This is an optimization exercise on Yosys and OpenROAD, whose aim is small area and a short achievable clock period, not a production implementation.
The RTL was checked by simulation tests, not by an equivalence proof against the original design.

## StepperPositionController
module StepperPositionController (
    input clk,
    input reset,
    input write,
    input [4:0] address,
    input signed [31:0] writedata,
    input read,
    output signed [31:0] readdata,
    output step,
    output dir,
    input A,
    input B,
    input I,
    output reg enable,
    output reg [1:0] MS,
    input endswitch
  );
==> flow/config.mk <==
export PLATFORM = sky130hd
export DESIGN_NAME = StepperPositionController
export DESIGN_NICKNAME = StepperPositionController
export VERILOG_FILES = /design/flow/design.v
export SDC_FILE = /design/flow/constraint.sdc
export NUM_CORES = 4
export LEC_CHECK = 0
export ABC_AREA = 1
export CAP_MARGIN = 20
export CORE_MARGIN = 2
export CORE_UTILIZATION = 40
export CTS_BUF_LIST = sky130_fd_sc_hd__clkbuf_4
export SLEW_MARGIN = 20
export SYNTH_HIERARCHICAL = 1
==> flow/constraint.sdc <==
create_clock -name core_clock -period 100.0 [get_ports {clk}]
set_input_delay 20.0000 -clock core_clock [delete_from_list [all_inputs] [get_ports {clk}]]
set_output_delay 20.0000 -clock core_clock [all_outputs]
set_load 0.01 [all_outputs]
run.sh (not shown) runs the stock make flow with config.mk's settings and CLKGATE_MAP_FILE= SYNTH_SCRIPT=/design/flow/synth_recipe.tcl, a recipe that flattens the netlist after the stock synthesis.
Edit:
==> flow/flow/run.sh (new file) <==
#!/bin/bash
# The standard layout (standard.sh), with two changes passed to ORFS:
#  - the clock tree uses sky130_fd_sc_hd__clkbuf_8 cells on sink clusters of at
#    most 14 flip-flops within 70 um, without the dummy loads CTS otherwise adds
#    for balancing;
#  - the port buffers are sky130_fd_sc_hd__buf_2 cells.
# Each tool's output goes to the ORFS logs under orfs/logs; standard.sh's own
# output to standard.log.
set -o pipefail
export CTS_ARGS="-sink_clustering_enable -repair_clock_nets -dont_use_dummy_load -buf_list sky130_fd_sc_hd__clkbuf_8 -sink_clustering_size 14 -sink_clustering_max_diameter 70"
export BUFFER_PORTS_ARGS="-buffer_cell sky130_fd_sc_hd__buf_2"
bash standard.sh > standard.log 2>&1
==> flow/standard.sh (new file) <==
#!/bin/bash
# synth_recipe.tcl (not shown) runs the flow's synth.tcl, then flattens the netlist and writes it again
# the make line also repeats each setting of config.mk as NAME=value (left out here)
make -C /OpenROAD-flow-scripts/flow DESIGN_CONFIG=/design/flow/config.mk WORK_HOME=/design/flow/orfs CLKGATE_MAP_FILE= SYNTH_SCRIPT=/design/flow/synth_recipe.tcl "${@:-finish}"
CTS_BUF_LIST = sky130_fd_sc_hd__clkbuf_8   (was sky130_fd_sc_hd__clkbuf_4)
GPL_TIMING_DRIVEN = 0   (was not set)
removed: flow/run.sh
=> The changed run completed with no timing, DRC or antenna violations. Global-route usage rises by 9.1 points. Fmax went down by 0.60%. Routed wire length came out higher by 33%. Setup slack is worse by 0.26 ns. Hold slack improved by 0.0054 ns. Cell area goes down by 1.6%. Critical path depth came out lower by 2. Clock skew rose by 0.034 ns. Area after synthesis stays the same.
Edit:
CORE_UTILIZATION = 50   (was 40)
GPL_TIMING_DRIVEN = not set   (was 0)
Effect:
- design area shrinks by 2.4%
- count of clock-buffer cells in the layout shrinks by 12
- via count shrinks by 4.9%
- cell count shrinks by 8.7%
- die area shrinks by 20%
- wire length shrinks by 27%
- register-to-register slack is better by 1.4 ns
Edit:
CORE_UTILIZATION = 40   (was 50)
PLACE_DENSITY = 0.8   (was not set)
Die area grows by a quarter to a third.
Hold slack got worse by 0.0044 ns.
Worst setup slack got worse by 0.35 ns.
Clock-buffer cell count shrinks by 4.
Core utilization shrinks by 10 points.
Sequential share of layout area shrinks by 0.16 points.
Edit:
--- a/flow/flow/run.sh
+++ b/flow/flow/run.sh
@@ -4 +4 @@
-#    most 14 flip-flops within 70 um, without the dummy loads CTS otherwise adds
+#    most 16 flip-flops within 80 um, without the dummy loads CTS otherwise adds
@@ -10 +10 @@
-export CTS_ARGS="-sink_clustering_enable -repair_clock_nets -dont_use_dummy_load -buf_list sky130_fd_sc_hd__clkbuf_8 -sink_clustering_size 14 -sink_clustering_max_diameter 70"
+export CTS_ARGS="-sink_clustering_enable -repair_clock_nets -dont_use_dummy_load -buf_list sky130_fd_sc_hd__clkbuf_8 -sink_clustering_size 16 -sink_clustering_max_diameter 80"
PLACE_DENSITY = not set   (was 0.8)
Hold slack stays flat.
Design area is about the same.
Area after synthesis stays the same.
Register-to-register slack got worse by 0.69 ns.
Via count goes down by 2.8%.
Non-clock buffer count went up by 12.
Setup slack improved by 0.48 ns.
Routed wire length came out higher by 4.5%.

==> what the ideal ports hide <==
No port has a modelled driver above. Below, the same layouts with a new extraction and two added sets of constraints.
Step 1, drivers: a clkbuf_16 drives clk and a buf_2 each remaining input, both assumed.
Step 2 adds t to the input delays and takes it off the output delays; t is the mean of the earliest and latest rising clock arrival at the registers after step 1. Input paths then give back, and output paths get back, about the clock's delay inside the block.
Three values: no drivers, after step 1, after step 2; two values: the first two.
run | t (ns) | slack for setup (ns) | worst register clock-pin slew, ns
the first run | 1.158 | 56.017 / 55.986 / 55.986 | 0.08 / 0.08
the second run | 0.830 | 55.752 / 55.719 / 55.719 | 0.10 / 0.10
the third run | 0.782 | 56.881 / 56.807 / 56.807 | 0.10 / 0.10
the fourth run | 0.770 | 56.527 / 56.445 / 56.445 | 0.11 / 0.11
the fifth run | 0.764 | 57.004 / 56.937 / 56.937 | 0.12 / 0.12
After both steps setup and hold are still met in every run listed. The setup slack of the fourth run, which loses most, moves by -0.082 ns with the drivers and by -0.082 ns with both steps.
